This design comes from an exercise in tuning for small area, a short achievable clock period and few clock cycles per item on the open sky130 flow, not from production work.
The RTL was checked by simulation tests, not by an equivalence proof against the original design.
Power and IR drop assume default switching activity.

== garnet ==
## sorter_top
module sorter_top (
    input  wire          clk,
    input  wire          rst_n,
    input  wire          load_en,
    input  wire [15:0]   data_in,
    input  wire          clear,
    output wire          out_vld,
    output wire [511:0]  data_out,
    output wire [159:0]  idx_out
);
export LEC_CHECK = 0
export CAP_MARGIN = 20
export CORE_MARGIN = 2
export CORE_UTILIZATION = 60
export SETUP_SLACK_MARGIN = 1.9
export SLEW_MARGIN = 20
create_clock -name core_clock -period 4.0 [get_ports {clk}]
standard.sh (not shown) runs the stock make flow with config.mk's settings and CLKGATE_MAP_FILE= SYNTH_SCRIPT=/design/flow/synth_recipe.tcl, a recipe that flattens the netlist after the stock synthesis.
==> flow/flow/run.sh <==
#!/bin/bash
set -o pipefail
export BUFFER_PORTS_ARGS="-buffer_cell sky130_fd_sc_hd__buf_1"
export CTS_CLUSTER_SIZE=40
export CTS_CLUSTER_DIAMETER=70
bash standard.sh > standard.log 2>&1
garnet was carried through to the last stage, and its layout satisfied the timing, DRC and antenna checks.
Testbench counts of garnet, summed over its fixed seeds: cycles 13,432, items 12,288.
### garnet -> raven
- changing SETUP_SLACK_MARGIN from 1.9 to 1.8
==> flow/flow/run.sh <==
#!/bin/bash
set -o pipefail
export BUFFER_PORTS_ARGS="-buffer_cell sky130_fd_sc_hd__buf_1"
export CTS_CLUSTER_SIZE=30
export CTS_CLUSTER_DIAMETER=60
bash standard.sh > standard.log 2>&1
## What came out
- Delta (raven minus garnet): final cell count without fillers shows no meaningful change; largest net degree at the start of global routing shows a reduction of 1.
- Any difference in routed length per placed instance between garnet and raven is small enough to ignore.
- [compare] base=garnet new=raven: overall via count from detail_route closely matched the old numbers, register-to-register setup slack went down by 0.05 ns, worst-margin pin slew was more or less identical.
- NOTE met2 wire length garnet->raven increased slightly
- The flow did not stop early for raven: all stages ran, and the layout cleared the timing, DRC and antenna checks.
- On global routing usage on met1, the lower figure sits with raven, not garnet.
- Between garnet and raven, arrival time at the worst endpoint is lower for garnet, raven comes in above that.

## run 1
sorter_top again, from the RTL that the note above started with.
clock: 4.0 ns
lec_check: 0
cap_margin: 20
core_margin: 2
core_utilization: 60
setup_slack_margin: 2.0
slew_margin: 20
==> flow/flow/run.sh <==
#!/bin/bash
set -o pipefail
export BUFFER_PORTS_ARGS="-buffer_cell sky130_fd_sc_hd__buf_1"
export CTS_CLUSTER_SIZE=30
export CTS_CLUSTER_DIAMETER=60
bash standard.sh > standard.log 2>&1
Run 1 reached the end of the flow, and the finished layout is clean on the timing, DRC and antenna checks.
Testbench counts of run 1, summed over its fixed seeds: cycles 13,432, items 12,288.
Changes in run 2 relative to run 1:
-- flow/config.mk --
<<< run 1, line 9
export CORE_MARGIN = 2
export CORE_UTILIZATION = 60
export SETUP_SLACK_MARGIN = 2.0
export SLEW_MARGIN = 20
>>> run 2, line 9
export CORE_MARGIN = 2
export CORE_UTILIZATION = 45
export SETUP_SLACK_MARGIN = 1.75
export SLEW_MARGIN = 20
==> summary.txt <==
In run 2, total area of multi-input combinational cells is lower than in run 1. Run 2 does worse than run 1 on die area. Comparing run 1 and run 2, the lower half-perimeter wire length after detailed placement is on run 1. Relative to run 1, largest stage delay on the critical path increased by 0.38 ns in run 2.
> inputs changed (run 2 -> run 3)
-- flow/config.mk --
<<< run 2, line 9
export CORE_MARGIN = 2
export CORE_UTILIZATION = 45
export SETUP_SLACK_MARGIN = 1.75
export SLEW_MARGIN = 20
>>> run 3, line 9
export CORE_MARGIN = 2
export CORE_UTILIZATION = 40
export SETUP_SLACK_MARGIN = 1.8
export SLEW_MARGIN = 20
--- outcome ---
- Run 3 vs. run 2: peak ir drop on the vdd network decreased 58 uV, part of the cycle the worst path needs decreased 3.0 points.
- Changes observed in run 3 relative to run 2: global-route usage went down 3.4 points; sequential power held steady; arrival time reported for the critical path endpoint now smaller; clock network power share climbed 1.9 points; setup slack now larger.
- Run 3 reports its library cell contributing the largest single delay on the critical path as sky130_fd_sc_hd__dfxtp_2 while run 2 reports sky130_fd_sc_hd__dfstp_2.
- The topmost layer with routed signal wires comes out met5 in one run and met4 in the other, namely in run 3 and run 2 respectively.
## Diff of input files: run 4 against run 3
==> flow/flow/run.sh <==
#!/bin/bash
set -o pipefail
export BUFFER_PORTS_ARGS="-buffer_cell sky130_fd_sc_hd__buf_1"
export CTS_CLUSTER_SIZE=40
export CTS_CLUSTER_DIAMETER=70
bash standard.sh > standard.log 2>&1
-- flow/config.mk --
<<< run 3, line 9
export CORE_MARGIN = 2
export CORE_UTILIZATION = 40
export SETUP_SLACK_MARGIN = 1.8
>>> run 4, line 9
export CORE_MARGIN = 2
export CORE_UTILIZATION = 60
export SETUP_SLACK_MARGIN = 1.8
Findings:
- In summary, run 4 completed successfully, with a layout that passed the timing, DRC and antenna checks.
- Setup skew after layout deteriorates in run 4 relative to run 3.
- Where die area is concerned, run 3 is outperformed by run 4.
- As of run 4, buffer count excluding the clock tree in the final layout had risen by a few percent compared to run 3.
- Measured against each other, run 3 and run 4 differ in area added between synthesis and finish, the higher figure coming from run 3.
- Higher overall global routing resource usage goes to run 4 over run 3.
- Run 4 vs. run 3: setup slack saw a decrease; detailed route wirelength on metal3 up about 30%.
- Sort run 3 and run 4 by area share of buffers outside the clock network, descending, and run 4 comes first.

## afterwards: timing with drivers on the ports
The results above use ideal ports. As a check the final layouts listed here were re-extracted and re-timed, cells and wires unchanged. Step 1 (the two cells are an assumption about what drives the block):
set clk [get_ports {clk}]
set_driving_cell -lib_cell sky130_fd_sc_hd__clkbuf_16 $clk
set_driving_cell -lib_cell sky130_fd_sc_hd__buf_2 [delete_from_list [all_inputs] $clk]
Step 2, shift: input delay + t, output delay - t, t = (earliest + latest rising clock arrival at the registers) / 2. This alone moves slack from input paths to output paths. a / b / c = ideal / step 1 / step 2; a / b = the first two.
| run | t (ns) | setup WS [ns] | latest minus earliest clock arrival (ns) |
|---|---|---|---|
| garnet | 0.722 | 1.831 / 1.814 / 1.131 | 0.035 / 0.035 |
| raven | 0.724 | 1.783 / 1.728 / 1.114 | 0.036 / 0.036 |
| run 1 | 0.752 | 1.771 / 1.593 / 0.841 | 0.033 / 0.034 |
| run 2 | 0.720 | 1.701 / 1.701 / 1.106 | 0.039 / 0.039 |
| run 3 | 0.750 | 1.819 / 1.748 / 1.060 | 0.037 / 0.037 |
| run 4 | 0.720 | 1.764 / 1.690 / 1.115 | 0.041 / 0.040 |
After both steps setup and hold are still met in every run listed. For run 1, which loses most, drivers alone change the setup slack by -0.178 ns; drivers and shift together by -0.930 ns.
